This design comes from an exercise in tuning for small area on the open sky130 flow, not from production work.
RTL that was checked went through simulation tests only; none was proved equivalent to the original.
For run 1, only the layout was checked, not whether the RTL still works.

### flow/flow/run.sh
#!/bin/bash
set -euo pipefail
cat >> config.mk <<'EOT'
export BUFFER_PORTS_ARGS = -buffer_cell sky130_fd_sc_hd__buf_1
EOT
bash standard.sh > flow_make.log 2>&1
### flow/standard.sh
#!/bin/bash
# synth_recipe.tcl (not shown) runs the flow's synth.tcl, then flattens the netlist and writes it again
# the make line also repeats each setting of config.mk as NAME=value (left out here)
make -C /OpenROAD-flow-scripts/flow DESIGN_CONFIG=/design/flow/config.mk WORK_HOME=/design/flow/orfs CLKGATE_MAP_FILE= SYNTH_SCRIPT=/design/flow/synth_recipe.tcl "${@:-finish}"
### flow/config.mk
export PLATFORM = sky130hd
export DESIGN_NAME = fast
export DESIGN_NICKNAME = fast
export VERILOG_FILES = /design/flow/design.v
export SDC_FILE = /design/flow/constraint.sdc
export NUM_CORES = 4
export LEC_CHECK = 0
export CAP_MARGIN = 40
export CORE_MARGIN = 2
export CORE_UTILIZATION = 40
export CTS_BUF_LIST = sky130_fd_sc_hd__clkbuf_4
export SLEW_MARGIN = 40
export SYNTH_HIERARCHICAL = 1
export BUFFER_PORTS_ARGS = -buffer_cell sky130_fd_sc_hd__buf_1
### flow/constraint.sdc
create_clock -name core_clock -period 12.0 [get_ports {clk}]
set_input_delay 2.4000 -clock core_clock [delete_from_list [all_inputs] [get_ports {clk}]]
set_output_delay 2.4000 -clock core_clock [all_outputs]
set_load 0.01 [all_outputs]
### flow/design.v
module fast (
   input bit clk,
   input bit rst_n,
   input logic [391:0] in_data,
   output logic [12:0] out_pixel
);
wire nc0;
wire nc1;
wire nc2;
wire nc3;
wire nc4;
wire nc5;
wire nc6;
wire nc7;
wire x8;
wire k9;
wire s10;
wire c11;
wire s12;
wire c13;
wire s14;
wire c15;
wire s16;
wire c17;
wire s18;
wire c19;
wire s20;
wire c21;
wire s22;
wire c23;
wire a24;
wire p25;
wire d26;
wire d27;
wire d28;
wire d29;
wire d30;
wire d31;
wire d32;
wire x33;
wire k34;
wire s35;
wire c36;
wire s37;
wire c38;
wire s39;
wire c40;
wire s41;
wire c42;
wire s43;
wire c44;
wire s45;
wire c46;
wire s47;
wire c48;
wire a49;
wire p50;
wire d51;
wire d52;
wire d53;
wire d54;
wire d55;
wire d56;
wire d57;
wire x58;
wire k59;
wire s60;
wire c61;
wire s62;
wire c63;
wire s64;
wire c65;
wire s66;
wire c67;
wire s68;
wire c69;
wire s70;
wire c71;
wire s72;
wire c73;
wire a74;
wire p75;
wire d76;
wire d77;
wire d78;
wire d79;
wire d80;
wire d81;
wire d82;
wire x83;
wire k84;
wire s85;
wire c86;
wire s87;
wire c88;
wire s89;
wire c90;
wire s91;
wire c92;
wire s93;
wire c94;
wire s95;
wire c96;
wire s97;
wire c98;
wire a99;
wire p100;
wire d101;
wire d102;
wire d103;
wire d104;
wire d105;
wire d106;
wire d107;
wire x108;
wire k109;
wire s110;
wire c111;
wire s112;
wire c113;
wire s114;
wire c115;
wire s116;
wire c117;
wire s118;
wire c119;
wire s120;
wire c121;
wire s122;
wire c123;
wire a124;
wire p125;
wire d126;
wire d127;
wire d128;
wire d129;
wire d130;
wire d131;
wire d132;
wire x133;
wire k134;
wire s135;
wire c136;
wire s137;
wire c138;
wire s139;
wire c140;
wire s141;
wire c142;
wire s143;
wire c144;
wire s145;
wire c146;
wire s147;
wire c148;
wire a149;
wire p150;
wire d151;
wire d152;
wire d153;
wire d154;
wire d155;
wire d156;
wire d157;
wire x158;
wire k159;
wire s160;
wire c161;
wire s162;
wire c163;
wire s164;
wire c165;
wire s166;
wire c167;
wire s168;
wire c169;
wire s170;
wire c171;
wire s172;
wire c173;
wire a174;
wire p175;
wire d176;
wire d177;
wire d178;
wire d179;
wire d180;
wire d181;
wire d182;
wire x183;
wire k184;
wire s185;
wire c186;
wire s187;
wire c188;
wire s189;
wire c190;
wire s191;
wire c192;
wire s193;
wire c194;
wire s195;
wire c196;
wire s197;
wire c198;
wire a199;
wire p200;
wire d201;
wire d202;
wire d203;
wire d204;
wire d205;
wire d206;
wire d207;
wire x208;
wire k209;
wire s210;
wire c211;
wire s212;
wire c213;
wire s214;
wire c215;
wire s216;
wire c217;
wire s218;
wire c219;
wire s220;
wire c221;
wire s222;
wire c223;
wire a224;
wire p225;
wire d226;
wire d227;
wire d228;
wire d229;
wire d230;
wire d231;
wire d232;
wire x233;
wire k234;
wire s235;
wire c236;
wire s237;
wire c238;
wire s239;
wire c240;
wire s241;
wire c242;
wire s243;
wire c244;
wire s245;
wire c246;
wire s247;
wire c248;
wire a249;
wire p250;
wire d251;
wire d252;
wire d253;
wire d254;
wire d255;
wire d256;
wire d257;
wire x258;
wire k259;
wire s260;
wire c261;
wire s262;
wire c263;
wire s264;
wire c265;
wire s266;
wire c267;
wire s268;
wire c269;
wire s270;
wire c271;
wire s272;
wire c273;
wire a274;
wire p275;
wire d276;
wire d277;
wire d278;
wire d279;
wire d280;
wire d281;
wire d282;
wire x283;
wire k284;
wire s285;
wire c286;
wire s287;
wire c288;
wire s289;
wire c290;
wire s291;
wire c292;
wire s293;
wire c294;
wire s295;
wire c296;
wire s297;
wire c298;
wire a299;
wire p300;
wire d301;
wire d302;
wire d303;
wire d304;
wire d305;
wire d306;
wire d307;
wire x308;
wire k309;
wire s310;
wire c311;
wire s312;
wire c313;
wire s314;
wire c315;
wire s316;
wire c317;
wire s318;
wire c319;
wire s320;
wire c321;
wire s322;
wire c323;
wire a324;
wire p325;
wire d326;
wire d327;
wire d328;
wire d329;
wire d330;
wire d331;
wire d332;
wire x333;
wire k334;
wire s335;
wire c336;
wire s337;
wire c338;
wire s339;
wire c340;
wire s341;
wire c342;
wire s343;
wire c344;
wire s345;
wire c346;
wire s347;
wire c348;
wire a349;
wire p350;
wire d351;
wire d352;
wire d353;
wire d354;
wire d355;
wire d356;
wire d357;
wire x358;
wire k359;
wire s360;
wire c361;
wire s362;
wire c363;
wire s364;
wire c365;
wire s366;
wire c367;
wire s368;
wire c369;
wire s370;
wire c371;
wire s372;
wire c373;
wire a374;
wire p375;
wire d376;
wire d377;
wire d378;
wire d379;
wire d380;
wire d381;
wire d382;
wire x383;
wire k384;
wire s385;
wire c386;
wire s387;
wire c388;
wire s389;
wire c390;
wire s391;
wire c392;
wire s393;
wire c394;
wire s395;
wire c396;
wire s397;
wire c398;
wire a399;
wire p400;
wire d401;
wire d402;
wire d403;
wire d404;
wire d405;
wire d406;
wire d407;
wire s408;
wire c409;
wire s410;
wire c411;
wire s412;
wire c413;
wire s414;
wire c415;
wire s416;
wire c417;
wire s418;
wire c419;
wire s420;
wire c421;
wire s422;
wire c423;
wire s424;
wire c425;
wire s426;
wire c427;
wire s428;
wire c429;
wire s430;
wire c431;
wire s432;
wire c433;
wire s434;
wire c435;
wire s436;
wire c437;
wire s438;
wire c439;
wire s440;
wire c441;
wire s442;
wire c443;
wire s444;
wire c445;
wire s446;
wire c447;
wire s448;
wire c449;
wire s450;
wire c451;
wire s452;
wire c453;
wire s454;
wire c455;
wire s456;
wire c457;
wire s458;
wire c459;
wire s460;
wire c461;
wire s462;
wire c463;
wire s464;
wire c465;
wire s466;
wire c467;
wire s468;
wire c469;
wire s470;
wire c471;
wire s472;
wire c473;
wire s474;
wire c475;
wire s476;
wire c477;
wire s478;
wire c479;
wire s480;
wire c481;
wire s482;
wire c483;
wire s484;
wire c485;
wire s486;
wire c487;
wire s488;
wire c489;
wire s490;
wire c491;
wire s492;
wire c493;
wire s494;
wire c495;
wire s496;
wire c497;
wire s498;
wire c499;
wire s500;
wire c501;
wire s502;
wire c503;
wire s504;
wire c505;
wire s506;
wire c507;
wire s508;
wire c509;
wire s510;
wire c511;
wire s512;
wire c513;
wire s514;
wire c515;
wire s516;
wire c517;
wire s518;
wire c519;
wire s520;
wire c521;
wire s522;
wire c523;
wire s524;
wire c525;
wire s526;
wire c527;
wire s528;
wire c529;
wire s530;
wire c531;
wire s532;
wire c533;
wire s534;
wire c535;
wire s536;
wire c537;
wire s538;
wire c539;
wire s540;
wire c541;
wire s542;
wire c543;
wire s544;
wire c545;
wire s546;
wire c547;
wire s548;
wire c549;
wire s550;
wire c551;
wire s552;
wire c553;
wire s554;
wire c555;
wire s556;
wire c557;
wire s558;
wire c559;
wire s560;
wire c561;
wire s562;
wire c563;
wire s564;
wire c565;
wire s566;
wire c567;
wire s568;
wire c569;
wire s570;
wire c571;
wire s572;
wire c573;
wire s574;
wire c575;
wire s576;
wire c577;
wire s578;
wire c579;
wire s580;
wire c581;
wire s582;
wire c583;
wire s584;
wire c585;
wire s586;
wire c587;
wire s588;
wire c589;
wire s590;
wire c591;
wire s592;
wire c593;
wire s594;
wire c595;
wire s596;
wire c597;
wire s598;
wire c599;
wire s600;
wire c601;
wire s602;
wire c603;
wire s604;
wire c605;
wire s606;
wire c607;
wire s608;
wire c609;
wire s610;
wire c611;
wire s612;
wire c613;
wire s614;
wire c615;
wire s616;
wire c617;
wire s618;
wire c619;
wire s620;
wire c621;
wire s622;
wire c623;
wire s624;
wire c625;
wire s626;
wire c627;
wire s628;
wire c629;
wire s630;
wire c631;
wire s632;
wire c633;
wire s634;
wire c635;
wire s636;
wire c637;
wire s638;
wire c639;
wire s640;
wire c641;
wire s642;
wire c643;
wire s644;
wire c645;
wire s646;
wire c647;
wire s648;
wire c649;
wire s650;
wire c651;
wire s652;
wire c653;
wire s654;
wire c655;
wire s656;
wire c657;
wire s658;
wire c659;
wire s660;
wire c661;
wire s662;
wire c663;
wire s664;
wire c665;
wire s666;
wire c667;
wire s668;
wire c669;
wire s670;
wire c671;
wire s672;
wire c673;
wire s674;
wire c675;
wire s676;
wire c677;
wire s678;
wire c679;
wire s680;
wire c681;
wire s682;
wire c683;
wire s684;
wire c685;
wire s686;
wire c687;
wire s688;
wire c689;
wire s690;
wire s691;
wire c692;
wire s693;
wire c694;
wire s695;
wire c696;
wire s697;
wire c698;
wire s699;
wire s700;
wire s701;
wire s702;
wire s703;
wire s704;
assign nc0 = ~in_data[192];
assign nc1 = ~in_data[193];
assign nc2 = ~in_data[194];
assign nc3 = ~in_data[195];
assign nc4 = ~in_data[196];
assign nc5 = ~in_data[197];
assign nc6 = ~in_data[198];
assign nc7 = ~in_data[199];
assign x8 = in_data[192] ^ in_data[24];
or_cell u_k9 (.a(nc0), .b(in_data[24]), .y(k9));
fa_cell u_s10 (.a(nc1), .b(in_data[25]), .c(k9), .s(s10), .co(c11));
fa_cell u_s12 (.a(nc2), .b(in_data[26]), .c(c11), .s(s12), .co(c13));
fa_cell u_s14 (.a(nc3), .b(in_data[27]), .c(c13), .s(s14), .co(c15));
fa_cell u_s16 (.a(nc4), .b(in_data[28]), .c(c15), .s(s16), .co(c17));
fa_cell u_s18 (.a(nc5), .b(in_data[29]), .c(c17), .s(s18), .co(c19));
fa_cell u_s20 (.a(nc6), .b(in_data[30]), .c(c19), .s(s20), .co(c21));
fa_cell u_s22 (.a(nc7), .b(in_data[31]), .c(c21), .s(s22), .co(c23));
inv_cell u_a24 (.a(c23), .y(a24));
assign p25 = ~(c23 | x8);
assign d26 = s10 ^ a24;
assign d27 = s12 ^ a24;
assign d28 = s14 ^ a24;
assign d29 = s16 ^ a24;
assign d30 = s18 ^ a24;
assign d31 = s20 ^ a24;
assign d32 = s22 ^ a24;
assign x33 = in_data[192] ^ in_data[32];
or_cell u_k34 (.a(nc0), .b(in_data[32]), .y(k34));
fa_cell u_s35 (.a(nc1), .b(in_data[33]), .c(k34), .s(s35), .co(c36));
fa_cell u_s37 (.a(nc2), .b(in_data[34]), .c(c36), .s(s37), .co(c38));
fa_cell u_s39 (.a(nc3), .b(in_data[35]), .c(c38), .s(s39), .co(c40));
fa_cell u_s41 (.a(nc4), .b(in_data[36]), .c(c40), .s(s41), .co(c42));
fa_cell u_s43 (.a(nc5), .b(in_data[37]), .c(c42), .s(s43), .co(c44));
fa_cell u_s45 (.a(nc6), .b(in_data[38]), .c(c44), .s(s45), .co(c46));
fa_cell u_s47 (.a(nc7), .b(in_data[39]), .c(c46), .s(s47), .co(c48));
inv_cell u_a49 (.a(c48), .y(a49));
assign p50 = ~(c48 | x33);
assign d51 = s35 ^ a49;
assign d52 = s37 ^ a49;
assign d53 = s39 ^ a49;
assign d54 = s41 ^ a49;
assign d55 = s43 ^ a49;
assign d56 = s45 ^ a49;
assign d57 = s47 ^ a49;
assign x58 = in_data[192] ^ in_data[96];
or_cell u_k59 (.a(nc0), .b(in_data[96]), .y(k59));
fa_cell u_s60 (.a(nc1), .b(in_data[97]), .c(k59), .s(s60), .co(c61));
fa_cell u_s62 (.a(nc2), .b(in_data[98]), .c(c61), .s(s62), .co(c63));
fa_cell u_s64 (.a(nc3), .b(in_data[99]), .c(c63), .s(s64), .co(c65));
fa_cell u_s66 (.a(nc4), .b(in_data[100]), .c(c65), .s(s66), .co(c67));
fa_cell u_s68 (.a(nc5), .b(in_data[101]), .c(c67), .s(s68), .co(c69));
fa_cell u_s70 (.a(nc6), .b(in_data[102]), .c(c69), .s(s70), .co(c71));
fa_cell u_s72 (.a(nc7), .b(in_data[103]), .c(c71), .s(s72), .co(c73));
inv_cell u_a74 (.a(c73), .y(a74));
assign p75 = ~(c73 | x58);
assign d76 = s60 ^ a74;
assign d77 = s62 ^ a74;
assign d78 = s64 ^ a74;
assign d79 = s66 ^ a74;
assign d80 = s68 ^ a74;
assign d81 = s70 ^ a74;
assign d82 = s72 ^ a74;
assign x83 = in_data[192] ^ in_data[160];
or_cell u_k84 (.a(nc0), .b(in_data[160]), .y(k84));
fa_cell u_s85 (.a(nc1), .b(in_data[161]), .c(k84), .s(s85), .co(c86));
fa_cell u_s87 (.a(nc2), .b(in_data[162]), .c(c86), .s(s87), .co(c88));
fa_cell u_s89 (.a(nc3), .b(in_data[163]), .c(c88), .s(s89), .co(c90));
fa_cell u_s91 (.a(nc4), .b(in_data[164]), .c(c90), .s(s91), .co(c92));
fa_cell u_s93 (.a(nc5), .b(in_data[165]), .c(c92), .s(s93), .co(c94));
fa_cell u_s95 (.a(nc6), .b(in_data[166]), .c(c94), .s(s95), .co(c96));
fa_cell u_s97 (.a(nc7), .b(in_data[167]), .c(c96), .s(s97), .co(c98));
inv_cell u_a99 (.a(c98), .y(a99));
assign p100 = ~(c98 | x83);
assign d101 = s85 ^ a99;
assign d102 = s87 ^ a99;
assign d103 = s89 ^ a99;
assign d104 = s91 ^ a99;
assign d105 = s93 ^ a99;
assign d106 = s95 ^ a99;
assign d107 = s97 ^ a99;
assign x108 = in_data[192] ^ in_data[216];
or_cell u_k109 (.a(nc0), .b(in_data[216]), .y(k109));
fa_cell u_s110 (.a(nc1), .b(in_data[217]), .c(k109), .s(s110), .co(c111));
fa_cell u_s112 (.a(nc2), .b(in_data[218]), .c(c111), .s(s112), .co(c113));
fa_cell u_s114 (.a(nc3), .b(in_data[219]), .c(c113), .s(s114), .co(c115));
fa_cell u_s116 (.a(nc4), .b(in_data[220]), .c(c115), .s(s116), .co(c117));
fa_cell u_s118 (.a(nc5), .b(in_data[221]), .c(c117), .s(s118), .co(c119));
fa_cell u_s120 (.a(nc6), .b(in_data[222]), .c(c119), .s(s120), .co(c121));
fa_cell u_s122 (.a(nc7), .b(in_data[223]), .c(c121), .s(s122), .co(c123));
inv_cell u_a124 (.a(c123), .y(a124));
assign p125 = ~(c123 | x108);
assign d126 = s110 ^ a124;
assign d127 = s112 ^ a124;
assign d128 = s114 ^ a124;
assign d129 = s116 ^ a124;
assign d130 = s118 ^ a124;
assign d131 = s120 ^ a124;
assign d132 = s122 ^ a124;
assign x133 = in_data[192] ^ in_data[272];
or_cell u_k134 (.a(nc0), .b(in_data[272]), .y(k134));
fa_cell u_s135 (.a(nc1), .b(in_data[273]), .c(k134), .s(s135), .co(c136));
fa_cell u_s137 (.a(nc2), .b(in_data[274]), .c(c136), .s(s137), .co(c138));
fa_cell u_s139 (.a(nc3), .b(in_data[275]), .c(c138), .s(s139), .co(c140));
fa_cell u_s141 (.a(nc4), .b(in_data[276]), .c(c140), .s(s141), .co(c142));
fa_cell u_s143 (.a(nc5), .b(in_data[277]), .c(c142), .s(s143), .co(c144));
fa_cell u_s145 (.a(nc6), .b(in_data[278]), .c(c144), .s(s145), .co(c146));
fa_cell u_s147 (.a(nc7), .b(in_data[279]), .c(c146), .s(s147), .co(c148));
inv_cell u_a149 (.a(c148), .y(a149));
assign p150 = ~(c148 | x133);
assign d151 = s135 ^ a149;
assign d152 = s137 ^ a149;
assign d153 = s139 ^ a149;
assign d154 = s141 ^ a149;
assign d155 = s143 ^ a149;
assign d156 = s145 ^ a149;
assign d157 = s147 ^ a149;
assign x158 = in_data[192] ^ in_data[320];
or_cell u_k159 (.a(nc0), .b(in_data[320]), .y(k159));
fa_cell u_s160 (.a(nc1), .b(in_data[321]), .c(k159), .s(s160), .co(c161));
fa_cell u_s162 (.a(nc2), .b(in_data[322]), .c(c161), .s(s162), .co(c163));
fa_cell u_s164 (.a(nc3), .b(in_data[323]), .c(c163), .s(s164), .co(c165));
fa_cell u_s166 (.a(nc4), .b(in_data[324]), .c(c165), .s(s166), .co(c167));
fa_cell u_s168 (.a(nc5), .b(in_data[325]), .c(c167), .s(s168), .co(c169));
fa_cell u_s170 (.a(nc6), .b(in_data[326]), .c(c169), .s(s170), .co(c171));
fa_cell u_s172 (.a(nc7), .b(in_data[327]), .c(c171), .s(s172), .co(c173));
inv_cell u_a174 (.a(c173), .y(a174));
assign p175 = ~(c173 | x158);
assign d176 = s160 ^ a174;
assign d177 = s162 ^ a174;
assign d178 = s164 ^ a174;
assign d179 = s166 ^ a174;
assign d180 = s168 ^ a174;
assign d181 = s170 ^ a174;
assign d182 = s172 ^ a174;
assign x183 = in_data[192] ^ in_data[368];
or_cell u_k184 (.a(nc0), .b(in_data[368]), .y(k184));
fa_cell u_s185 (.a(nc1), .b(in_data[369]), .c(k184), .s(s185), .co(c186));
fa_cell u_s187 (.a(nc2), .b(in_data[370]), .c(c186), .s(s187), .co(c188));
fa_cell u_s189 (.a(nc3), .b(in_data[371]), .c(c188), .s(s189), .co(c190));
fa_cell u_s191 (.a(nc4), .b(in_data[372]), .c(c190), .s(s191), .co(c192));
fa_cell u_s193 (.a(nc5), .b(in_data[373]), .c(c192), .s(s193), .co(c194));
fa_cell u_s195 (.a(nc6), .b(in_data[374]), .c(c194), .s(s195), .co(c196));
fa_cell u_s197 (.a(nc7), .b(in_data[375]), .c(c196), .s(s197), .co(c198));
inv_cell u_a199 (.a(c198), .y(a199));
assign p200 = ~(c198 | x183);
assign d201 = s185 ^ a199;
assign d202 = s187 ^ a199;
assign d203 = s189 ^ a199;
assign d204 = s191 ^ a199;
assign d205 = s193 ^ a199;
assign d206 = s195 ^ a199;
assign d207 = s197 ^ a199;
assign x208 = in_data[192] ^ in_data[360];
or_cell u_k209 (.a(nc0), .b(in_data[360]), .y(k209));
fa_cell u_s210 (.a(nc1), .b(in_data[361]), .c(k209), .s(s210), .co(c211));
fa_cell u_s212 (.a(nc2), .b(in_data[362]), .c(c211), .s(s212), .co(c213));
fa_cell u_s214 (.a(nc3), .b(in_data[363]), .c(c213), .s(s214), .co(c215));
fa_cell u_s216 (.a(nc4), .b(in_data[364]), .c(c215), .s(s216), .co(c217));
fa_cell u_s218 (.a(nc5), .b(in_data[365]), .c(c217), .s(s218), .co(c219));
fa_cell u_s220 (.a(nc6), .b(in_data[366]), .c(c219), .s(s220), .co(c221));
fa_cell u_s222 (.a(nc7), .b(in_data[367]), .c(c221), .s(s222), .co(c223));
inv_cell u_a224 (.a(c223), .y(a224));
assign p225 = ~(c223 | x208);
assign d226 = s210 ^ a224;
assign d227 = s212 ^ a224;
assign d228 = s214 ^ a224;
assign d229 = s216 ^ a224;
assign d230 = s218 ^ a224;
assign d231 = s220 ^ a224;
assign d232 = s222 ^ a224;
assign x233 = in_data[192] ^ in_data[352];
or_cell u_k234 (.a(nc0), .b(in_data[352]), .y(k234));
fa_cell u_s235 (.a(nc1), .b(in_data[353]), .c(k234), .s(s235), .co(c236));
fa_cell u_s237 (.a(nc2), .b(in_data[354]), .c(c236), .s(s237), .co(c238));
fa_cell u_s239 (.a(nc3), .b(in_data[355]), .c(c238), .s(s239), .co(c240));
fa_cell u_s241 (.a(nc4), .b(in_data[356]), .c(c240), .s(s241), .co(c242));
fa_cell u_s243 (.a(nc5), .b(in_data[357]), .c(c242), .s(s243), .co(c244));
fa_cell u_s245 (.a(nc6), .b(in_data[358]), .c(c244), .s(s245), .co(c246));
fa_cell u_s247 (.a(nc7), .b(in_data[359]), .c(c246), .s(s247), .co(c248));
inv_cell u_a249 (.a(c248), .y(a249));
assign p250 = ~(c248 | x233);
assign d251 = s235 ^ a249;
assign d252 = s237 ^ a249;
assign d253 = s239 ^ a249;
assign d254 = s241 ^ a249;
assign d255 = s243 ^ a249;
assign d256 = s245 ^ a249;
assign d257 = s247 ^ a249;
assign x258 = in_data[192] ^ in_data[288];
or_cell u_k259 (.a(nc0), .b(in_data[288]), .y(k259));
fa_cell u_s260 (.a(nc1), .b(in_data[289]), .c(k259), .s(s260), .co(c261));
fa_cell u_s262 (.a(nc2), .b(in_data[290]), .c(c261), .s(s262), .co(c263));
fa_cell u_s264 (.a(nc3), .b(in_data[291]), .c(c263), .s(s264), .co(c265));
fa_cell u_s266 (.a(nc4), .b(in_data[292]), .c(c265), .s(s266), .co(c267));
fa_cell u_s268 (.a(nc5), .b(in_data[293]), .c(c267), .s(s268), .co(c269));
fa_cell u_s270 (.a(nc6), .b(in_data[294]), .c(c269), .s(s270), .co(c271));
fa_cell u_s272 (.a(nc7), .b(in_data[295]), .c(c271), .s(s272), .co(c273));
inv_cell u_a274 (.a(c273), .y(a274));
assign p275 = ~(c273 | x258);
assign d276 = s260 ^ a274;
assign d277 = s262 ^ a274;
assign d278 = s264 ^ a274;
assign d279 = s266 ^ a274;
assign d280 = s268 ^ a274;
assign d281 = s270 ^ a274;
assign d282 = s272 ^ a274;
assign x283 = in_data[192] ^ in_data[224];
or_cell u_k284 (.a(nc0), .b(in_data[224]), .y(k284));
fa_cell u_s285 (.a(nc1), .b(in_data[225]), .c(k284), .s(s285), .co(c286));
fa_cell u_s287 (.a(nc2), .b(in_data[226]), .c(c286), .s(s287), .co(c288));
fa_cell u_s289 (.a(nc3), .b(in_data[227]), .c(c288), .s(s289), .co(c290));
fa_cell u_s291 (.a(nc4), .b(in_data[228]), .c(c290), .s(s291), .co(c292));
fa_cell u_s293 (.a(nc5), .b(in_data[229]), .c(c292), .s(s293), .co(c294));
fa_cell u_s295 (.a(nc6), .b(in_data[230]), .c(c294), .s(s295), .co(c296));
fa_cell u_s297 (.a(nc7), .b(in_data[231]), .c(c296), .s(s297), .co(c298));
inv_cell u_a299 (.a(c298), .y(a299));
assign p300 = ~(c298 | x283);
assign d301 = s285 ^ a299;
assign d302 = s287 ^ a299;
assign d303 = s289 ^ a299;
assign d304 = s291 ^ a299;
assign d305 = s293 ^ a299;
assign d306 = s295 ^ a299;
assign d307 = s297 ^ a299;
assign x308 = in_data[192] ^ in_data[168];
or_cell u_k309 (.a(nc0), .b(in_data[168]), .y(k309));
fa_cell u_s310 (.a(nc1), .b(in_data[169]), .c(k309), .s(s310), .co(c311));
fa_cell u_s312 (.a(nc2), .b(in_data[170]), .c(c311), .s(s312), .co(c313));
fa_cell u_s314 (.a(nc3), .b(in_data[171]), .c(c313), .s(s314), .co(c315));
fa_cell u_s316 (.a(nc4), .b(in_data[172]), .c(c315), .s(s316), .co(c317));
fa_cell u_s318 (.a(nc5), .b(in_data[173]), .c(c317), .s(s318), .co(c319));
fa_cell u_s320 (.a(nc6), .b(in_data[174]), .c(c319), .s(s320), .co(c321));
fa_cell u_s322 (.a(nc7), .b(in_data[175]), .c(c321), .s(s322), .co(c323));
inv_cell u_a324 (.a(c323), .y(a324));
assign p325 = ~(c323 | x308);
assign d326 = s310 ^ a324;
assign d327 = s312 ^ a324;
assign d328 = s314 ^ a324;
assign d329 = s316 ^ a324;
assign d330 = s318 ^ a324;
assign d331 = s320 ^ a324;
assign d332 = s322 ^ a324;
assign x333 = in_data[192] ^ in_data[112];
or_cell u_k334 (.a(nc0), .b(in_data[112]), .y(k334));
fa_cell u_s335 (.a(nc1), .b(in_data[113]), .c(k334), .s(s335), .co(c336));
fa_cell u_s337 (.a(nc2), .b(in_data[114]), .c(c336), .s(s337), .co(c338));
fa_cell u_s339 (.a(nc3), .b(in_data[115]), .c(c338), .s(s339), .co(c340));
fa_cell u_s341 (.a(nc4), .b(in_data[116]), .c(c340), .s(s341), .co(c342));
fa_cell u_s343 (.a(nc5), .b(in_data[117]), .c(c342), .s(s343), .co(c344));
fa_cell u_s345 (.a(nc6), .b(in_data[118]), .c(c344), .s(s345), .co(c346));
fa_cell u_s347 (.a(nc7), .b(in_data[119]), .c(c346), .s(s347), .co(c348));
inv_cell u_a349 (.a(c348), .y(a349));
assign p350 = ~(c348 | x333);
assign d351 = s335 ^ a349;
assign d352 = s337 ^ a349;
assign d353 = s339 ^ a349;
assign d354 = s341 ^ a349;
assign d355 = s343 ^ a349;
assign d356 = s345 ^ a349;
assign d357 = s347 ^ a349;
assign x358 = in_data[192] ^ in_data[64];
or_cell u_k359 (.a(nc0), .b(in_data[64]), .y(k359));
fa_cell u_s360 (.a(nc1), .b(in_data[65]), .c(k359), .s(s360), .co(c361));
fa_cell u_s362 (.a(nc2), .b(in_data[66]), .c(c361), .s(s362), .co(c363));
fa_cell u_s364 (.a(nc3), .b(in_data[67]), .c(c363), .s(s364), .co(c365));
fa_cell u_s366 (.a(nc4), .b(in_data[68]), .c(c365), .s(s366), .co(c367));
fa_cell u_s368 (.a(nc5), .b(in_data[69]), .c(c367), .s(s368), .co(c369));
fa_cell u_s370 (.a(nc6), .b(in_data[70]), .c(c369), .s(s370), .co(c371));
fa_cell u_s372 (.a(nc7), .b(in_data[71]), .c(c371), .s(s372), .co(c373));
inv_cell u_a374 (.a(c373), .y(a374));
assign p375 = ~(c373 | x358);
assign d376 = s360 ^ a374;
assign d377 = s362 ^ a374;
assign d378 = s364 ^ a374;
assign d379 = s366 ^ a374;
assign d380 = s368 ^ a374;
assign d381 = s370 ^ a374;
assign d382 = s372 ^ a374;
assign x383 = in_data[192] ^ in_data[16];
or_cell u_k384 (.a(nc0), .b(in_data[16]), .y(k384));
fa_cell u_s385 (.a(nc1), .b(in_data[17]), .c(k384), .s(s385), .co(c386));
fa_cell u_s387 (.a(nc2), .b(in_data[18]), .c(c386), .s(s387), .co(c388));
fa_cell u_s389 (.a(nc3), .b(in_data[19]), .c(c388), .s(s389), .co(c390));
fa_cell u_s391 (.a(nc4), .b(in_data[20]), .c(c390), .s(s391), .co(c392));
fa_cell u_s393 (.a(nc5), .b(in_data[21]), .c(c392), .s(s393), .co(c394));
fa_cell u_s395 (.a(nc6), .b(in_data[22]), .c(c394), .s(s395), .co(c396));
fa_cell u_s397 (.a(nc7), .b(in_data[23]), .c(c396), .s(s397), .co(c398));
inv_cell u_a399 (.a(c398), .y(a399));
assign p400 = ~(c398 | x383);
assign d401 = s385 ^ a399;
assign d402 = s387 ^ a399;
assign d403 = s389 ^ a399;
assign d404 = s391 ^ a399;
assign d405 = s393 ^ a399;
assign d406 = s395 ^ a399;
assign d407 = s397 ^ a399;
fa_cell u_s408 (.a(x108), .b(x133), .c(x158), .s(s408), .co(c409));
fa_cell u_s410 (.a(x183), .b(x208), .c(x233), .s(s410), .co(c411));
fa_cell u_s412 (.a(x258), .b(x283), .c(x308), .s(s412), .co(c413));
fa_cell u_s414 (.a(x33), .b(x333), .c(x358), .s(s414), .co(c415));
fa_cell u_s416 (.a(x383), .b(x58), .c(x8), .s(s416), .co(c417));
fa_cell u_s418 (.a(x83), .b(s408), .c(s410), .s(s418), .co(c419));
fa_cell u_s420 (.a(s412), .b(s414), .c(s416), .s(s420), .co(c421));
fa_cell u_s422 (.a(c409), .b(c411), .c(c413), .s(s422), .co(c423));
fa_cell u_s424 (.a(c415), .b(c417), .c(c419), .s(s424), .co(c425));
fa_cell u_s426 (.a(c421), .b(s422), .c(s424), .s(s426), .co(c427));
fa_cell u_s428 (.a(s426), .b(p100), .c(p125), .s(s428), .co(c429));
fa_cell u_s430 (.a(p150), .b(p175), .c(p200), .s(s430), .co(c431));
fa_cell u_s432 (.a(p225), .b(p25), .c(p250), .s(s432), .co(c433));
fa_cell u_s434 (.a(p275), .b(p300), .c(p325), .s(s434), .co(c435));
fa_cell u_s436 (.a(p350), .b(p375), .c(p400), .s(s436), .co(c437));
fa_cell u_s438 (.a(p50), .b(p75), .c(d101), .s(s438), .co(c439));
fa_cell u_s440 (.a(d126), .b(d151), .c(d176), .s(s440), .co(c441));
fa_cell u_s442 (.a(d201), .b(d226), .c(d251), .s(s442), .co(c443));
fa_cell u_s444 (.a(d26), .b(d276), .c(d301), .s(s444), .co(c445));
fa_cell u_s446 (.a(d326), .b(d351), .c(d376), .s(s446), .co(c447));
fa_cell u_s448 (.a(d401), .b(d51), .c(d76), .s(s448), .co(c449));
fa_cell u_s450 (.a(s428), .b(s430), .c(s432), .s(s450), .co(c451));
fa_cell u_s452 (.a(s434), .b(s436), .c(s438), .s(s452), .co(c453));
fa_cell u_s454 (.a(s440), .b(s442), .c(s444), .s(s454), .co(c455));
fa_cell u_s456 (.a(s446), .b(s448), .c(s450), .s(s456), .co(c457));
ha_cell u_s458 (.a(s452), .b(s454), .s(s458), .co(c459));
fa_cell u_s460 (.a(c423), .b(c425), .c(c427), .s(s460), .co(c461));
fa_cell u_s462 (.a(s460), .b(d102), .c(d127), .s(s462), .co(c463));
fa_cell u_s464 (.a(d152), .b(d177), .c(d202), .s(s464), .co(c465));
fa_cell u_s466 (.a(d227), .b(d252), .c(d27), .s(s466), .co(c467));
fa_cell u_s468 (.a(d277), .b(d302), .c(d327), .s(s468), .co(c469));
fa_cell u_s470 (.a(d352), .b(d377), .c(d402), .s(s470), .co(c471));
fa_cell u_s472 (.a(d52), .b(d77), .c(c429), .s(s472), .co(c473));
fa_cell u_s474 (.a(c431), .b(c433), .c(c435), .s(s474), .co(c475));
fa_cell u_s476 (.a(c437), .b(c439), .c(c441), .s(s476), .co(c477));
fa_cell u_s478 (.a(c443), .b(c445), .c(c447), .s(s478), .co(c479));
fa_cell u_s480 (.a(c449), .b(s462), .c(s464), .s(s480), .co(c481));
fa_cell u_s482 (.a(s466), .b(s468), .c(s470), .s(s482), .co(c483));
fa_cell u_s484 (.a(c451), .b(s472), .c(s474), .s(s484), .co(c485));
fa_cell u_s486 (.a(c453), .b(c455), .c(s476), .s(s486), .co(c487));
fa_cell u_s488 (.a(s478), .b(s480), .c(s482), .s(s488), .co(c489));
fa_cell u_s490 (.a(c457), .b(s484), .c(c459), .s(s490), .co(c491));
ha_cell u_s492 (.a(s486), .b(s488), .s(s492), .co(c493));
fa_cell u_s494 (.a(c461), .b(d103), .c(d128), .s(s494), .co(c495));
fa_cell u_s496 (.a(d153), .b(d178), .c(d203), .s(s496), .co(c497));
fa_cell u_s498 (.a(d228), .b(d253), .c(d278), .s(s498), .co(c499));
fa_cell u_s500 (.a(d28), .b(d303), .c(d328), .s(s500), .co(c501));
fa_cell u_s502 (.a(d353), .b(d378), .c(d403), .s(s502), .co(c503));
fa_cell u_s504 (.a(d53), .b(d78), .c(c463), .s(s504), .co(c505));
fa_cell u_s506 (.a(c465), .b(c467), .c(c469), .s(s506), .co(c507));
fa_cell u_s508 (.a(c471), .b(s494), .c(s496), .s(s508), .co(c509));
fa_cell u_s510 (.a(s498), .b(s500), .c(s502), .s(s510), .co(c511));
fa_cell u_s512 (.a(c473), .b(c475), .c(c477), .s(s512), .co(c513));
fa_cell u_s514 (.a(c479), .b(c481), .c(c483), .s(s514), .co(c515));
fa_cell u_s516 (.a(s504), .b(s506), .c(s508), .s(s516), .co(c517));
fa_cell u_s518 (.a(s510), .b(c485), .c(c487), .s(s518), .co(c519));
fa_cell u_s520 (.a(s512), .b(c489), .c(s514), .s(s520), .co(c521));
fa_cell u_s522 (.a(s516), .b(c491), .c(c493), .s(s522), .co(c523));
ha_cell u_s524 (.a(s518), .b(s520), .s(s524), .co(c525));
fa_cell u_s526 (.a(d104), .b(d129), .c(d154), .s(s526), .co(c527));
fa_cell u_s528 (.a(d179), .b(d204), .c(d229), .s(s528), .co(c529));
fa_cell u_s530 (.a(d254), .b(d279), .c(d29), .s(s530), .co(c531));
fa_cell u_s532 (.a(d304), .b(d329), .c(d354), .s(s532), .co(c533));
fa_cell u_s534 (.a(d379), .b(d404), .c(d54), .s(s534), .co(c535));
fa_cell u_s536 (.a(d79), .b(c495), .c(c497), .s(s536), .co(c537));
fa_cell u_s538 (.a(c499), .b(c501), .c(c503), .s(s538), .co(c539));
fa_cell u_s540 (.a(s526), .b(s528), .c(s530), .s(s540), .co(c541));
fa_cell u_s542 (.a(s532), .b(s534), .c(c505), .s(s542), .co(c543));
fa_cell u_s544 (.a(c507), .b(c509), .c(c511), .s(s544), .co(c545));
fa_cell u_s546 (.a(s536), .b(s538), .c(s540), .s(s546), .co(c547));
fa_cell u_s548 (.a(c513), .b(c515), .c(s542), .s(s548), .co(c549));
fa_cell u_s550 (.a(c517), .b(s544), .c(s546), .s(s550), .co(c551));
fa_cell u_s552 (.a(c519), .b(c521), .c(s548), .s(s552), .co(c553));
fa_cell u_s554 (.a(s550), .b(c523), .c(c525), .s(s554), .co(c555));
fa_cell u_s556 (.a(d105), .b(d130), .c(d155), .s(s556), .co(c557));
fa_cell u_s558 (.a(d180), .b(d205), .c(d230), .s(s558), .co(c559));
fa_cell u_s560 (.a(d255), .b(d280), .c(d30), .s(s560), .co(c561));
fa_cell u_s562 (.a(d305), .b(d330), .c(d355), .s(s562), .co(c563));
fa_cell u_s564 (.a(d380), .b(d405), .c(d55), .s(s564), .co(c565));
fa_cell u_s566 (.a(d80), .b(c527), .c(c529), .s(s566), .co(c567));
fa_cell u_s568 (.a(c531), .b(c533), .c(c535), .s(s568), .co(c569));
fa_cell u_s570 (.a(s556), .b(s558), .c(s560), .s(s570), .co(c571));
fa_cell u_s572 (.a(s562), .b(s564), .c(c537), .s(s572), .co(c573));
fa_cell u_s574 (.a(c539), .b(c541), .c(s566), .s(s574), .co(c575));
fa_cell u_s576 (.a(s568), .b(s570), .c(c543), .s(s576), .co(c577));
fa_cell u_s578 (.a(c545), .b(s572), .c(c547), .s(s578), .co(c579));
fa_cell u_s580 (.a(s574), .b(c549), .c(s576), .s(s580), .co(c581));
fa_cell u_s582 (.a(c551), .b(s578), .c(c553), .s(s582), .co(c583));
ha_cell u_s584 (.a(s580), .b(c555), .s(s584), .co(c585));
fa_cell u_s586 (.a(d106), .b(d131), .c(d156), .s(s586), .co(c587));
fa_cell u_s588 (.a(d181), .b(d206), .c(d231), .s(s588), .co(c589));
fa_cell u_s590 (.a(d256), .b(d281), .c(d306), .s(s590), .co(c591));
fa_cell u_s592 (.a(d31), .b(d331), .c(d356), .s(s592), .co(c593));
fa_cell u_s594 (.a(d381), .b(d406), .c(d56), .s(s594), .co(c595));
fa_cell u_s596 (.a(d81), .b(c557), .c(c559), .s(s596), .co(c597));
fa_cell u_s598 (.a(c561), .b(c563), .c(c565), .s(s598), .co(c599));
fa_cell u_s600 (.a(s586), .b(s588), .c(s590), .s(s600), .co(c601));
fa_cell u_s602 (.a(s592), .b(s594), .c(c567), .s(s602), .co(c603));
fa_cell u_s604 (.a(c569), .b(c571), .c(s596), .s(s604), .co(c605));
fa_cell u_s606 (.a(s598), .b(s600), .c(c573), .s(s606), .co(c607));
fa_cell u_s608 (.a(c575), .b(s602), .c(s604), .s(s608), .co(c609));
fa_cell u_s610 (.a(c577), .b(s606), .c(c579), .s(s610), .co(c611));
fa_cell u_s612 (.a(s608), .b(c581), .c(s610), .s(s612), .co(c613));
ha_cell u_s614 (.a(c583), .b(c585), .s(s614), .co(c615));
fa_cell u_s616 (.a(d107), .b(d132), .c(d157), .s(s616), .co(c617));
fa_cell u_s618 (.a(d182), .b(d207), .c(d232), .s(s618), .co(c619));
fa_cell u_s620 (.a(d257), .b(d282), .c(d307), .s(s620), .co(c621));
fa_cell u_s622 (.a(d32), .b(d332), .c(d357), .s(s622), .co(c623));
fa_cell u_s624 (.a(d382), .b(d407), .c(d57), .s(s624), .co(c625));
fa_cell u_s626 (.a(d82), .b(c587), .c(c589), .s(s626), .co(c627));
fa_cell u_s628 (.a(c591), .b(c593), .c(c595), .s(s628), .co(c629));
fa_cell u_s630 (.a(s616), .b(s618), .c(s620), .s(s630), .co(c631));
fa_cell u_s632 (.a(s622), .b(s624), .c(c597), .s(s632), .co(c633));
fa_cell u_s634 (.a(c599), .b(c601), .c(s626), .s(s634), .co(c635));
fa_cell u_s636 (.a(s628), .b(s630), .c(c603), .s(s636), .co(c637));
fa_cell u_s638 (.a(c605), .b(s632), .c(s634), .s(s638), .co(c639));
fa_cell u_s640 (.a(c607), .b(s636), .c(c609), .s(s640), .co(c641));
fa_cell u_s642 (.a(s638), .b(c611), .c(s640), .s(s642), .co(c643));
ha_cell u_s644 (.a(c613), .b(s642), .s(s644), .co(c645));
fa_cell u_s646 (.a(c617), .b(c619), .c(c621), .s(s646), .co(c647));
fa_cell u_s648 (.a(c623), .b(c625), .c(c627), .s(s648), .co(c649));
fa_cell u_s650 (.a(c629), .b(c631), .c(s646), .s(s650), .co(c651));
fa_cell u_s652 (.a(c633), .b(c635), .c(s648), .s(s652), .co(c653));
fa_cell u_s654 (.a(s650), .b(c637), .c(c639), .s(s654), .co(c655));
fa_cell u_s656 (.a(s652), .b(c641), .c(s654), .s(s656), .co(c657));
ha_cell u_s658 (.a(c643), .b(s656), .s(s658), .co(c659));
fa_cell u_s660 (.a(c647), .b(c649), .c(c651), .s(s660), .co(c661));
fa_cell u_s662 (.a(c653), .b(s660), .c(c655), .s(s662), .co(c663));
ha_cell u_s664 (.a(c657), .b(s662), .s(s664), .co(c665));
ha_cell u_s666 (.a(c661), .b(c663), .s(s666), .co(c667));
ha_cell u_s668 (.a(s418), .b(s420), .s(s668), .co(c669));
fa_cell u_s670 (.a(c669), .b(s456), .c(s458), .s(s670), .co(c671));
fa_cell u_s672 (.a(s490), .b(c671), .c(s492), .s(s672), .co(c673));
fa_cell u_s674 (.a(s522), .b(c673), .c(s524), .s(s674), .co(c675));
fa_cell u_s676 (.a(s552), .b(s554), .c(c675), .s(s676), .co(c677));
fa_cell u_s678 (.a(s582), .b(s584), .c(c677), .s(s678), .co(c679));
fa_cell u_s680 (.a(s612), .b(s614), .c(c679), .s(s680), .co(c681));
ha_cell u_s682 (.a(c615), .b(s644), .s(s682), .co(c683));
fa_cell u_s684 (.a(c645), .b(s658), .c(c683), .s(s684), .co(c685));
fa_cell u_s686 (.a(c659), .b(s664), .c(c685), .s(s686), .co(c687));
fa_cell u_s688 (.a(c665), .b(s666), .c(c687), .s(s688), .co(c689));
assign s690 = c667 ^ c689;
assign s691 = ~(c615 ^ s644);
assign c692 = c615 | s644;
fa_cell u_s693 (.a(c645), .b(s658), .c(c692), .s(s693), .co(c694));
fa_cell u_s695 (.a(c659), .b(s664), .c(c694), .s(s695), .co(c696));
fa_cell u_s697 (.a(c665), .b(s666), .c(c696), .s(s697), .co(c698));
assign s699 = c667 ^ c698;
assign s700 = c681 ? s691 : s682;
assign s701 = c681 ? s693 : s684;
assign s702 = c681 ? s695 : s686;
assign s703 = c681 ? s697 : s688;
assign s704 = c681 ? s699 : s690;
wire [15:0] B = {c398, c373, c348, c323, c298, c273, c248, c223, c198, c173, c148, c123, c98, c73, c48, c23};
wire [11:0] S = {s704, s703, s702, s701, s700, s680, s678, s676, s674, s672, s670, s668};
wire is_corner;
corner_cell u_corner (.b(B), .y(is_corner));
always_ff @(posedge clk) begin
   if (~rst_n) out_pixel <= '0;
   else        out_pixel <= is_corner ? {1'b0, S} : '0;
end
endmodule
module fa_cell (input a, input b, input c, output s, output co);
assign {co, s} = {1'b0, a} + {1'b0, b} + {1'b0, c};
endmodule
module ha_cell (input a, input b, output s, output co);
assign {co, s} = {1'b0, a} + {1'b0, b};
endmodule
module corner_cell (input [15:0] b, output y);
wire [15:0] a = ~b;
wire [15:0] a2 = b & {b[0], b[15:1]};
wire [15:0] a4 = a2 & {a2[1:0], a2[15:2]};
wire [15:0] a8 = a4 & {a4[3:0], a4[15:4]};
wire [15:0] b2 = a & {a[0], a[15:1]};
wire [15:0] b4 = b2 & {b2[1:0], b2[15:2]};
wire [15:0] b8 = b4 & {b4[3:0], b4[15:4]};
assign y = (|(a8 & {a8[0], a8[15:1]})) | (|(b8 & {b8[0], b8[15:1]}));
endmodule
module inv_cell (input a, output y);
assign y = ~a;
endmodule
module or_cell (input a, input b, output y);
assign y = a | b;
endmodule
==> impl_results.html, run 1 <==
<table>
<tr><th>Metric</th><th>Value</th></tr>
<tr><th colspan="2">Worst setup path</th></tr>
<tr><td>Endpoint kind of the worst setup timing path</td><td>flip-flop</td></tr>
<tr><td>Setup Crit Path Kind</td><td>in2reg</td></tr>
<tr><td>CP Max Fanout</td><td>16</td></tr>
<tr><td>Type of origin of the critical path</td><td>primary input</td></tr>
<tr><td>Worst Path Required</td><td>12.24 ns</td></tr>
<tr><td>Crit-path slowest cell</td><td>fa_1</td></tr>
<tr><td>CP max stage delay</td><td>0.54 ns</td></tr>
<tr><td>Endpoint arrival time on the critical path</td><td>11.32 ns</td></tr>
<tr><td>Crit path top cell by count</td><td>fa_1</td></tr>
<tr><th colspan="2">Finish</th></tr>
<tr><td>Signed area change from the synthesized netlist to the final layout</td><td>12.44%</td></tr>
<tr><td>Flip-flop count of the largest register after layout</td><td>12</td></tr>
<tr><td>Register containing the most flip-flops in the final layout</td><td>out_pixel</td></tr>
<tr><td>Share of final-layout standard cells stronger than drive strength 1</td><td>0.04310</td></tr>
<tr><td>Leading cell type in the layout, fill and taps excluded</td><td>fa_1</td></tr>
<tr><td>Final net count</td><td>about 1300</td></tr>
<tr><td>Biggest regs</td><td>out_pixel (12)</td></tr>
<tr><td>Most frequent cells in the layout</td><td>fa_1, buf_1, xor2_1</td></tr>
<tr><td>Final core utilization</td><td>0.4556</td></tr>
<tr><th colspan="2">Route</th></tr>
<tr><td>Count of nets left with antenna violations after detail routing</td><td>0</td></tr>
<tr><td>Via count</td><td>4662</td></tr>
<tr><td>Drt initial violations</td><td>around 480</td></tr>
<tr><td>Avg Vias per Cell</td><td>5.035</td></tr>
<tr><td>First drt pass iteration count</td><td>5</td></tr>
<tr><td>Wire length after detailed routing</td><td>20530 µm</td></tr>
<tr><td>Routed WL per cell</td><td>22.17 µm</td></tr>
<tr><td>DRC violations left</td><td>0</td></tr>
<tr><th colspan="2">Clock tree</th></tr>
<tr><td>Number of buffers inserted for hold repair after clock tree synthesis</td><td>0</td></tr>
<tr><td>Number of instances resized during post-cts repair</td><td>0</td></tr>
<tr><td>Max H-tree Level</td><td>1</td></tr>
<tr><td>TritonCTS clock tree</td><td>done</td></tr>
<tr><td>Max Buffers Root-to-Sink</td><td>2</td></tr>
<tr><td>Setup repair bufs after CTS</td><td>0</td></tr>
<tr><td>Cell at the root of the clock tree</td><td>clkbuf_4</td></tr>
<tr><td>Clock net sink count</td><td>12</td></tr>
<tr><td>TritonCTS Buffers</td><td>3</td></tr>
<tr><td>Post-CTS clock slew at the launch and capture registers of the worst setup and hold paths</td><td>0.10 ns</td></tr>
<tr><th colspan="2">Logic synthesis</th></tr>
<tr><td>Sequential element share of the synthesized area</td><td>0.03323</td></tr>
<tr><td>Share of the synthesized area in compound gates (AO/OA/AOI/OAI)</td><td>0.02406</td></tr>
<tr><td>Synthesized instance count</td><td>544</td></tr>
<tr><td>Multiplexer share of the synthesized area</td><td>0.006923</td></tr>
<tr><td>Count of state elements after synthesis</td><td>12</td></tr>
<tr><td>Synthesized area divided by synthesized cell count</td><td>about 13 µm²</td></tr>
<tr><td>Simple-gate share of the synthesized area</td><td>0.04984</td></tr>
<tr><td>Yosys warnings</td><td>7</td></tr>
<tr><td>Post-Synth XOR/XNOR Area</td><td>0.1551</td></tr>
<tr><td>Main combinational cell family by area after synthesis</td><td>adder cells</td></tr>
<tr><td>Number of different library cells in the post-synthesis netlist</td><td>36</td></tr>
<tr><td>Post-Synthesis Cell Area</td><td>about 7200 µm²</td></tr>
<tr><td>Adder-cell share of the synthesized area</td><td>0.6992</td></tr>
<tr><th colspan="2">Floorplanning</th></tr>
<tr><td>Die Height</td><td>138.4 µm</td></tr>
<tr><td>Starting Density</td><td>0.4052</td></tr>
<tr><td>Boundary Pins</td><td>407</td></tr>
<tr><td>Die width</td><td>138.4 µm</td></tr>
<tr><td>Total number of placement rows</td><td>49</td></tr>
<tr><td>Core area</td><td>between 15000 and 20000 µm²</td></tr>
<tr><td>Die Outline Area</td><td>19170 µm²</td></tr>
<tr><th colspan="2">STA</th></tr>
<tr><td># setup viols final</td><td>0</td></tr>
<tr><td>Part of the cycle the worst path needs</td><td>0.9235</td></tr>
<tr><td>Max-slew violations</td><td>0</td></tr>
<tr><td>Fin crit period</td><td>11.08 ns</td></tr>
<tr><td>Number of hold violations in the final report</td><td>0</td></tr>
<tr><td>Max_slew headroom</td><td>0.5582</td></tr>
<tr><td>Worst-Margin Slew</td><td>0.6627 ns</td></tr>
<tr><td>Setup repair after global routing missed its margin</td><td>false</td></tr>
<tr><td>Setup total negative slack</td><td>0 ns</td></tr>
<tr><td>Maximum achievable frequency</td><td>around 90 MHz</td></tr>
<tr><th colspan="2">Flow run</th></tr>
<tr><td>Number of maximum-capacitance constraint violations</td><td>0</td></tr>
<tr><th colspan="2">Placement</th></tr>
<tr><td>HPWL after DPL</td><td>about 19000 µm</td></tr>
<tr><td>Final RePlAce weighted congestion</td><td>0.9296</td></tr>
<tr><td>Buffers on Ports</td><td>149</td></tr>
<tr><th colspan="2">Global routing</th></tr>
<tr><td>Number of antenna violations at the first check in global routing</td><td>1</td></tr>
<tr><td>Overall overflow remaining after global route</td><td>0</td></tr>
<tr><td>All-layer global routing usage</td><td>0.2249</td></tr>
<tr><td>Wire length of the first global-routing pass</td><td>32330 µm</td></tr>
<tr><td>Via count of the first global-routing pass</td><td>5606</td></tr>
<tr><td>Pin count of the biggest net entering global routing</td><td>17</td></tr>
<tr><th colspan="2">Outcome</th></tr>
<tr><td>Outcome</td><td>complete, no violations</td></tr>
<tr><th colspan="2">Worst hold path</th></tr>
<tr><td>Type of the most critical hold path</td><td>in2reg</td></tr>
</table>
-- path summary, 6_finish.rpt --
check,start,end,slack (ns),depth (start not counted)
setup / recovery,in_data[192],out_pixel[11],0.92,27
hold / removal,rst_n,out_pixel[11],2.67,3
-- per-module statistics from Yosys, one instance, submodules excluded --
| module | flip-flops and latches | times used |
|---|---|---|
| inv_cell | 0 | 16 |
| fast | 12 | 1 |
| ha_cell | 0 | 11 |
| or_cell | 0 | 16 |
| fa_cell | 0 | 245 |
| corner_cell | 0 | 1 |
-- metal layers --
layer / vias up / global-route usage / wire, µm
met5: - / 0 / 0
met4: 0 / 0.05317 / 486
met3: 27 / 0.02806 / 955
met2: 183 / 0.3755 / 10220
met1: 2469 / 0.3175 / 8867
li1: 1983 / - / -
-- final cells by class --
class,instances,area [µm²]
sequential,12,240.2
clock inverter,1,3.754
fill,1638,9712
clock buffer,3,22.52
multi-input combinational,485,6770
tap,229,286.5
antenna,1,2.502
timing repair buffer,168,701.9
inverter,27,101.3
-- logic make-up after synthesis --
family / count (synthesis)
AOI/OAI and AO/OA: 25
xor gates and xnor gates: 128
adders and majority gates: 257
buffers and inverters: 47
DFF: 12
muxes: 5
other: 1
and+or+nand+nor: 69
-- critical path, delay by kind of cell --
family / cells / cell delay [ns]
buffers and inverters: 5 / 0.80
and+or+nand+nor: 1 / 0.33
muxes: 2 / 0.36
adders and majority gates: 18 / 7.19
xor gates and xnor gates: 1 / 0.24
-- synth_stat cells, drive strengths merged --
cell type | count | area share
conb | 1 | 0.00052
and3 | 7 | 0.0061
o21bai | 1 | 0.0010
nand2 | 4 | 0.0021
o31ai | 1 | 0.0010
nor4 | 2 | 0.0017
buf | 20 | 0.017
nand2b | 2 | 0.0017
nand4b | 1 | 0.0012
o32ai | 1 | 0.0012
xor2 | 128 | 0.16
o211ai | 2 | 0.0021
nand4 | 4 | 0.0035
a31oi | 1 | 0.00087
o221ai | 1 | 0.0012
inv | 27 | 0.014
nor2 | 26 | 0.013
ha | 12 | 0.021
o22ai | 2 | 0.0017
o21ai | 1 | 0.00069
nand3 | 3 | 0.0021
a2111oi | 1 | 0.0021
o2111ai | 1 | 0.0012
and4 | 2 | 0.0024
dfxtp | 12 | 0.033
a21oi | 10 | 0.0069
fa | 245 | 0.68
mux2i | 5 | 0.0069
nand3b | 1 | 0.0010
a311oi | 1 | 0.0012
or2 | 16 | 0.014
o211a | 2 | 0.0028
nor3 | 1 | 0.00069
-- through the flow --
stage	instances	hold WS, ns	setup slack, ns	instance area, µm²
final	926	2.672	0.9182	8129
after detailed placement	921	2.790	0.5762	8100
after CTS	925	2.654	0.8755	8127
after global routing	926	2.674	0.4810	8129
after global placement	921	2.794	0.6539	8094
after floorplan	544	2.553	1.074	7229
==> run 2, diff against run 1 <==
--- a/flow/design.v
+++ b/flow/design.v
@@ -703,11 +703,8 @@
 wire c696;
 wire s697;
-wire c698;
+wire s698;
 wire s699;
 wire s700;
 wire s701;
-wire s702;
-wire s703;
-wire s704;
 assign nc0 = ~in_data[192];
 assign nc1 = ~in_data[193];
@@ -1143,22 +1140,20 @@
 fa_cell u_s678 (.a(s582), .b(s584), .c(c677), .s(s678), .co(c679));
 fa_cell u_s680 (.a(s612), .b(s614), .c(c679), .s(s680), .co(c681));
-ha_cell u_s682 (.a(c615), .b(s644), .s(s682), .co(c683));
-fa_cell u_s684 (.a(c645), .b(s658), .c(c683), .s(s684), .co(c685));
+fa_cell u_s682 (.a(c615), .b(s644), .c(c681), .s(s682), .co(c683));
+ha_cell u_s684 (.a(c645), .b(s658), .s(s684), .co(c685));
 fa_cell u_s686 (.a(c659), .b(s664), .c(c685), .s(s686), .co(c687));
 fa_cell u_s688 (.a(c665), .b(s666), .c(c687), .s(s688), .co(c689));
 assign s690 = c667 ^ c689;
-assign s691 = ~(c615 ^ s644);
-assign c692 = c615 | s644;
-fa_cell u_s693 (.a(c645), .b(s658), .c(c692), .s(s693), .co(c694));
-fa_cell u_s695 (.a(c659), .b(s664), .c(c694), .s(s695), .co(c696));
-fa_cell u_s697 (.a(c665), .b(s666), .c(c696), .s(s697), .co(c698));
-assign s699 = c667 ^ c698;
-assign s700 = c681 ? s691 : s682;
-assign s701 = c681 ? s693 : s684;
-assign s702 = c681 ? s695 : s686;
-assign s703 = c681 ? s697 : s688;
-assign s704 = c681 ? s699 : s690;
+assign s691 = ~(c645 ^ s658);
+assign c692 = c645 | s658;
+fa_cell u_s693 (.a(c659), .b(s664), .c(c692), .s(s693), .co(c694));
+fa_cell u_s695 (.a(c665), .b(s666), .c(c694), .s(s695), .co(c696));
+assign s697 = c667 ^ c696;
+assign s698 = c683 ? s691 : s684;
+assign s699 = c683 ? s693 : s686;
+assign s700 = c683 ? s695 : s688;
+assign s701 = c683 ? s697 : s690;
 wire [15:0] B = {c398, c373, c348, c323, c298, c273, c248, c223, c198, c173, c148, c123, c98, c73, c48, c23};
-wire [11:0] S = {s704, s703, s702, s701, s700, s680, s678, s676, s674, s672, s670, s668};
+wire [11:0] S = {s701, s700, s699, s698, s682, s680, s678, s676, s674, s672, s670, s668};
 wire is_corner;
 corner_cell u_corner (.b(B), .y(is_corner));
==> flow/flow/run.sh (replaced) <==
#!/bin/bash
set -euo pipefail
cat >> config.mk <<'EOT'
export BUFFER_PORTS_ARGS = -buffer_cell sky130_fd_sc_hd__buf_1
export REMOVE_ABC_BUFFERS = 1
EOT
bash standard.sh > flow_make.log 2>&1
--- a/flow/config.mk
+++ b/flow/config.mk
@@ -10,5 +10,7 @@
 export CORE_UTILIZATION = 40
 export CTS_BUF_LIST = sky130_fd_sc_hd__clkbuf_4
+export GPL_TIMING_DRIVEN = 0
 export SLEW_MARGIN = 40
 export SYNTH_HIERARCHICAL = 1
 export BUFFER_PORTS_ARGS = -buffer_cell sky130_fd_sc_hd__buf_1
+export REMOVE_ABC_BUFFERS = 1
==> run 2 against run 1 <==
Compared with the run above: highest routed layer unchanged; core utilization is 0.88 points lower; global-route usage grew 0.20 points; via count is 0.13% lower; synthesized cell count fell by 0.18%; sequential share of layout area up 0.058 points; hold slack improved by 0.0042 ns; count of clock-buffer cells in the layout did not move; critical path type unchanged; non-clock buffer count down 19; routed wire length grew 0.92%; still clean; critical path depth fell by 3; die area fell by 0.34%; area after synthesis down 0.35%.
==> impl_results.html, run 2 <==
<table>
<tr><th>Metric</th><th>Value</th></tr>
<tr><th colspan="2">Outcome</th></tr>
<tr><td>Outcome</td><td>complete, no violations</td></tr>
<tr><th colspan="2">Finish</th></tr>
<tr><td>Final core utilization</td><td>0.4468</td></tr>
<tr><td>Biggest regs</td><td>out_pixel (12)</td></tr>
<tr><td>Flip-flop count of the largest register after layout</td><td>12</td></tr>
<tr><td>Leading cell type in the layout, fill and taps excluded</td><td>fa_1</td></tr>
<tr><td>Share of final-layout standard cells stronger than drive strength 1</td><td>0.02370</td></tr>
<tr><td>Signed area change from the synthesized netlist to the final layout</td><td>10.65%</td></tr>
<tr><td>Footprint of the multi-input gates</td><td>6743 µm²</td></tr>
<tr><td>Register containing the most flip-flops in the final layout</td><td>out_pixel</td></tr>
<tr><td>Final net count</td><td>1326</td></tr>
<tr><td>Most frequent cells in the layout</td><td>fa_1, buf_1, xor2_1</td></tr>
<tr><td>Sequential cell area</td><td>240.2 µm²</td></tr>
<tr><td>Final Instance Area</td><td>7971 µm²</td></tr>
<tr><th colspan="2">Worst hold path</th></tr>
<tr><td>Type of the most critical hold path</td><td>in2reg</td></tr>
<tr><td>Worst hold path startpoint</td><td>rst_n</td></tr>
<tr><th colspan="2">Placement</th></tr>
<tr><td>Total placed instance area</td><td>7931 µm²</td></tr>
<tr><td>HPWL after DPL</td><td>19000 µm</td></tr>
<tr><td>Final RePlAce weighted congestion</td><td>0.9310</td></tr>
<tr><td>Buffers on Ports</td><td>149</td></tr>
<tr><td># placed instances</td><td>900</td></tr>
<tr><th colspan="2">Worst setup path</th></tr>
<tr><td>Endpoint kind of the worst setup timing path</td><td>flip-flop</td></tr>
<tr><td>Critical Path Sink</td><td>out_pixel[11]</td></tr>
<tr><td>Type of origin of the critical path</td><td>primary input</td></tr>
<tr><td>Worst Path Required</td><td>12.26 ns</td></tr>
<tr><td>Top Family by Delay on Critical Path</td><td>adder cells</td></tr>
<tr><td>Endpoint arrival time on the critical path</td><td>around 12 ns</td></tr>
<tr><td>CP Max Fanout</td><td>17</td></tr>
<tr><td>CP Buf/Inv Count</td><td>3</td></tr>
<tr><td>Crit path top cell by count</td><td>fa_1</td></tr>
<tr><td>Count of cell instances traversed by the critical path</td><td>24</td></tr>
<tr><td>Critical path launch point</td><td>in_data[192]</td></tr>
<tr><th colspan="2">Logic synthesis</th></tr>
<tr><td>Most common cell in the netlist</td><td>fa_1</td></tr>
<tr><td>Count of state elements after synthesis</td><td>12</td></tr>
<tr><td>Fraction of synthesis flops using an asynchronous set or reset pin</td><td>0</td></tr>
<tr><td>Top cell type's share of synthesized area</td><td>0.6780</td></tr>
<tr><td>Count of flip-flops with a built-in enable after synthesis</td><td>0</td></tr>
<tr><td>Synthesized area divided by synthesized cell count</td><td>13.27 µm²</td></tr>
<tr><td>Most instantiated cells after synthesis</td><td>fa_1, xor2_1, inv_1</td></tr>
<tr><td>Cell type contributing the most total cell area after synthesis</td><td>fa_1</td></tr>
<tr><th colspan="2">STA</th></tr>
<tr><td>Setup total negative slack</td><td>0 ns</td></tr>
<tr><td>Worst-Margin Slew</td><td>0.7181 ns</td></tr>
<tr><td># setup viols final</td><td>0</td></tr>
<tr><td>Fin crit period</td><td>11.67 ns</td></tr>
<tr><td>Hold slack final</td><td>2.676 ns</td></tr>
<tr><td>Final worst setup slack</td><td>0.3286 ns</td></tr>
<tr><td>Setup repair after global routing missed its margin</td><td>false</td></tr>
<tr><td>Part of the cycle the worst path needs</td><td>0.9726</td></tr>
<tr><td>Max_slew headroom</td><td>0.5199</td></tr>
<tr><th colspan="2">Global routing</th></tr>
<tr><td>Via count of the first global-routing pass</td><td>5594</td></tr>
<tr><td>Wire length of the first global-routing pass</td><td>32250 µm</td></tr>
<tr><th colspan="2">Clock tree</th></tr>
<tr><td>Clock net sink count</td><td>12</td></tr>
<tr><td>TritonCTS clock tree</td><td>done</td></tr>
<tr><td>TritonCTS Buffers</td><td>3</td></tr>
<tr><td>Setup repair bufs after CTS</td><td>0</td></tr>
<tr><td>Cell at the root of the clock tree</td><td>clkbuf_4</td></tr>
<tr><td>Max H-tree Level</td><td>1</td></tr>
<tr><th colspan="2">Route</th></tr>
<tr><td>DRC violations left</td><td>0</td></tr>
<tr><td>Wire length after detailed routing</td><td>a little over 20000 µm</td></tr>
<tr><td>Routed WL per cell</td><td>22.90 µm</td></tr>
<tr><td>Drt initial violations</td><td>~340</td></tr>
<tr><td>First drt pass iteration count</td><td>5</td></tr>
<tr><td>Via count</td><td>4656</td></tr>
<tr><th colspan="2">Floorplanning</th></tr>
<tr><td>Starting Density</td><td>0.4038</td></tr>
<tr><td>Total number of placement rows</td><td>49</td></tr>
<tr><td>Die Height</td><td>138.2 µm</td></tr>
<tr><td>Boundary Pins</td><td>407</td></tr>
<tr><td>Die Outline Area</td><td>19100 µm²</td></tr>
<tr><th colspan="2">Flow run</th></tr>
<tr><td>Number of maximum-capacitance constraint violations</td><td>0</td></tr>
</table>
run 2: worst min-delay path, delay by kind of cell:
kind	cells	cell delay (ns)
muxes	1	0.06
buffers and inverters	1	0.30
and+or+nand+nor	1	0.19
run 2: how the worst min path moves through the flow:
| stage | slack [ns] | depth (start not counted) | end |
|---|---|---|---|
| 2_1_floorplan | 2.55 | 1 | out_pixel[0] |
| 3_3_place_gp | 2.79 | 1 | out_pixel[5] |
| 3_5_place_dp | 2.79 | 1 | out_pixel[7] |
| 4_1_cts | 2.63 | 3 | out_pixel[11] |
| 5_1_grt | 2.67 | 3 | out_pixel[11] |
| 6_report | 2.68 | 3 | out_pixel[11] |
run 2: final cells by class:
class                           count  share of cell area
Multi-Input combinational cell    483              0.8459
Timing Repair Buffer              149             0.07032
Tap cell                          229             0.03594
Sequential cell                    12             0.03014
Inverter                           27             0.01413
Clock buffer                        3            0.002825
Clock inverter                      1           0.0004709
Antenna cell                        1           0.0003139
run 2: logic make-up after synthesis:
logic type                 share of synthesized area
adders and majority gates                     0.6989
xor gates and xnor gates                      0.1556
and+or+nand+nor                              0.05036
buffers and inverters                        0.03161
AOI/OAI and AO/OA                            0.02414
DFF                                          0.03334
muxes                                       0.005558
other                                      0.0005205
run 2: per-module statistics from Yosys (local to each module, per instance):
module       cells inside  copies in the design  cell area, µm²
corner_cell            46                     1           285.3
fa_cell                 1                   244           20.02
fast                  210                     1            1737
ha_cell                 1                    11           12.51
inv_cell                1                    16           3.754
or_cell                 1                    16           6.256
run 2: repair_timing:
item / CTS / global route
gates resized for setup: 0 / 3
endpoints found under the setup margin: 0 / 1
endpoints found under the hold margin: 0 / 0
run 2: metal layers:
| metal | vias up | global-route usage | part of all wire |
|---|---|---|---|
| li1 | 1942 | - | - |
| met1 | 2447 | 0.3122 | 0.41 |
| met2 | 230 | 0.3729 | 0.48 |
| met3 | 37 | 0.03949 | 0.068 |
| met4 | 0 | 0.06767 | 0.033 |
| met5 | - | 0 | 0 |

[port drivers added, routing unchanged]
The results above use ideal ports. As a check the final layouts listed here were re-extracted and re-timed, cells and wires unchanged.
Step 1 sets driving cells, clkbuf_16 on the clock port and buf_2 on the other inputs (assumed; they add their load-dependent delay and slew).
Step 2 also shifts input and output timing later by t, the mid clock arrival at the registers, as if the neighbouring blocks saw the same clock.
Slacks: no drivers / after step 1 / after step 2; pairs: no drivers / after step 1.
run | t, ns | setup WS [ns] | worst setup path after step 2 | cell pins on the clock port's net
run 1 | 0.341 | 0.918 / 0.929 / 0.589 | input to register | 1
run 2 | 0.341 | 0.329 / 0.340 / 0.000 | input to register | 1
